What follows belongs to an exercise in optimizing a design on an open flow for small area; a production flow would make more cautious choices.
Function was checked by simulation only, so behaviour that the tests miss may differ from the original.
No activity file was given, so power comes from the tool's default toggle rates.

Setup of v6:
==> flow/design.v (excerpt) <==
module main(
	output [3:0]VGA_R,
	output [3:0]VGA_G,
	output [3:0]VGA_B,
	input CLOCK_25,
	input reset,
	input [3:0]KEY,
	output VGA_HS,
	output VGA_VS
);
function [10:0] add10(input [9:0] a, input [9:0] b, input ci);    
	integer i;
	reg c;
	begin
		c = ci;
		for (i = 0; i < 10; i = i + 1) begin
			add10[i] = a[i] ^ b[i] ^ c;
			c = (a[i] & b[i]) | (c & (a[i] ^ b[i]));
		end
		add10[10] = c;
	end
endfunction
function [7:0] sub7(input [6:0] a, input [6:0] b);    
	integer i;
	reg c;
	begin
		c = 1'b1;
		for (i = 0; i < 7; i = i + 1) begin
			sub7[i] = a[i] ^ ~b[i] ^ c;
			c = (a[i] & ~b[i]) | (c & (a[i] ^ ~b[i]));
		end
		sub7[7] = c;
	end
endfunction
function [6:0] sub6(input [5:0] a, input [5:0] b);
	integer i;
	reg c;
	begin
		c = 1'b1;
		for (i = 0; i < 6; i = i + 1) begin
			sub6[i] = a[i] ^ ~b[i] ^ c;
			c = (a[i] & ~b[i]) | (c & (a[i] ^ ~b[i]));
		end
		sub6[6] = c;
	end
endfunction
function [16:0] inc17(input [16:0] v, input ci);
	integer i;
	reg c;
	begin
		c = ci;
		for (i = 0; i < 17; i = i + 1) begin
			inc17[i] = v[i] ^ c;
			c = c & v[i];
		end
	end
endfunction
function [4:0] inc5(input [4:0] v, input ci);
	integer i;
	reg c;
	begin
		c = ci;
		for (i = 0; i < 5; i = i + 1) begin
			inc5[i] = v[i] ^ c;
			c = c & v[i];
		end
	end
endfunction
function ge10(input [9:0] v, input [9:0] k);
	integer i;
	reg r;
	begin
		r = 1'b1;
		for (i = 0; i < 10; i = i + 1)
			r = k[i] ? (v[i] & r) : (v[i] | r);
		ge10 = r;
	end
endfunction
function le10(input [9:0] v, input [9:0] k);
	integer i;
	reg r;
	begin
		r = 1'b1;
		for (i = 0; i < 10; i = i + 1)
			r = k[i] ? (!v[i] | r) : (!v[i] & r);
		le10 = r;
	end
endfunction
function rng(input [9:0] v, input [9:0] lo, input [9:0] hi);
	rng = ge10(v, lo) & le10(v, hi);
endfunction
wire [9:0] x, y;
wire hblank, vblank, display;
hvsync_generator vga0(
	.clk    (CLOCK_25),
	.reset  (reset),
	.x      (x),
	.y      (y),
	.hblank (hblank),
	.vblank (vblank),
	.display(display),
	.hs     (VGA_HS),
	.vs     (VGA_VS)
);
reg [9:0] ballX;
reg [8:0] ballY;
reg [8:0] PaddlePosition;
reg start, over;
reg [4:0] boost;
reg [16:0] tmr;
wire xl31 = &x[4:0];
wire nextpos = xl31 & (&tmr[11:0]);      
wire boosttick = xl31 & (&tmr);          
always @(posedge CLOCK_25) begin
	if (reset) tmr <= 17'h1ffff;
	else tmr <= inc17(tmr, xl31);
end
wire       eqxl = (x[2:0] == ballX[2:0]);
  ...
Size: ~700 cells after synthesis, ~80 flip-flops, ~20 I/O pins.
Settings: LEC_CHECK=0, CAP_MARGIN=20, CORE_MARGIN=2, CORE_UTILIZATION=70, SLEW_MARGIN=20; clock period 40.0 ns.
standard.sh (not shown) runs the stock make flow with config.mk's settings and CLKGATE_MAP_FILE= SYNTH_SCRIPT=/design/flow/synth_recipe.tcl, a recipe that flattens the netlist after the stock synthesis.
==> flow/flow/run.sh <==
#!/bin/bash
# Layout flow: the standard layout (standard.sh), except for the logic
# mapping in synthesis. Synthesis is the standard flow's own script (synth_recipe.tcl, so
# the registers keep their names and cells), with two changes:
#  - ABC maps the logic with flow/own.scr (deep AIG optimisation, then area
#    mapping) instead of ORFS's delay-oriented script;
#  - adders are not extracted into fa/ha cells first (ADDER_MAP_FILE empty),
#    so ABC sees and optimises all of the logic.
# Every tool's output goes to a log file in this folder.
set -euo pipefail
W=$(pwd)
export OWN_ABC_SCRIPT="$W/flow/own.scr"
{ head -n 1 synth_recipe.tcl; cat flow/abc_override.tcl; tail -n +2 synth_recipe.tcl; } > own_synth.tcl
make -C "$FLOW_HOME" DESIGN_CONFIG="$W/config.mk" WORK_HOME="$W/orfs" CLKGATE_MAP_FILE= \
	SYNTH_SCRIPT="$W/own_synth.tcl" ADDER_MAP_FILE= synth > "$W/synth_make.log" 2>&1
cp "$W/orfs/logs/sky130hd/main/base/1_2_yosys.log" "$W/own_synth_yosys.log" || true
bash standard.sh > "$W/standard_make.log" 2>&1
==> flow/flow/abc_override.tcl <==
# Run ABC's logic mapping with this flow's script instead of the one ORFS picks.
proc abc {args} {
  set i [lsearch -exact $args -script]
  if { $i >= 0 } {
    lset args [expr {$i + 1}] $::env(OWN_ABC_SCRIPT)
  }
  yosys abc {*}$args
}
==> flow/flow/own.scr <==
strash
&get -n
&deepsyn -I 4 -T 60
&put
dch -f
amap
topo
--- input diff v6..v7 ---
- CORE_UTILIZATION now 40, was 70
==> flow/run.sh (new file) <==
#!/bin/bash
# synth_recipe.tcl (not shown) runs the flow's synth.tcl, then flattens the netlist and writes it again
# the make line also repeats each setting of config.mk as NAME=value (left out here)
make -C /OpenROAD-flow-scripts/flow DESIGN_CONFIG=/design/flow/config.mk WORK_HOME=/design/flow/orfs CLKGATE_MAP_FILE= SYNTH_SCRIPT=/design/flow/synth_recipe.tcl finish
removed: flow/flow/run.sh
removed: flow/flow/abc_override.tcl
removed: flow/flow/own.scr
removed: flow/standard.sh
Findings:
v7 completed end to end with timing, DRC and antenna clean. v7 does worse than v6 on minimum clock period after layout. Diff v6 -> v7: part of the power in registers fell by 6.5 points; number of well-tap cells placed rose by about 130%. Looking at logic gate share of total power, v7 sits 7.2 points above v6. Comparing v6 against v7, there is no change at all in number of max-capacitance violations reported. Summary of v7 over v6: hold slack now sits lower; smallest setup slack after layout now sits lower; number of enable flip-flop cells after synthesis now sits at about the same level; post-synthesis to final-layout area growth now sits higher. Diff v6 -> v7 | synthesized area per cell | up by more than a quarter. v7 vs v6, main combinational cell family by area after synthesis: adder cells vs compound AO/OA/AOI/OAI gates. v7 vs v6, worst-margin pin slew went down by 160 ps.

[what the ideal ports hide]
In the flow no input, the clock included, has a driving cell. The finished layouts below were timed again as built, in two steps.
Step 1: set_driving_cell puts a clkbuf_16 on CLOCK_25 and a buf_2 on each other input, an assumption about the parent block.
Step 2 times the ports against the registers' clock, not the clock port: input delays grow and output delays shrink by t, the midpoint of the rising clock arrivals with the driver on.
Slacks: ideal ports / drivers / drivers and shift; pairs: ideal ports / drivers.
| run | t, ns | slack for setup (ns) | hold WS [ns] | worst setup path after step 2 | pins driven straight from the clock port |
|---|---|---|---|---|---|
| v6 | 0.385 | 27.497 / 27.466 / 27.851 | 0.494 / 0.494 / 0.494 | register to output | 1 |
| v7 | 0.381 | 26.586 / 26.548 / 26.778 | 0.447 / 0.447 / 0.447 | input to register | 1 |
After both steps every run listed still meets setup and hold.
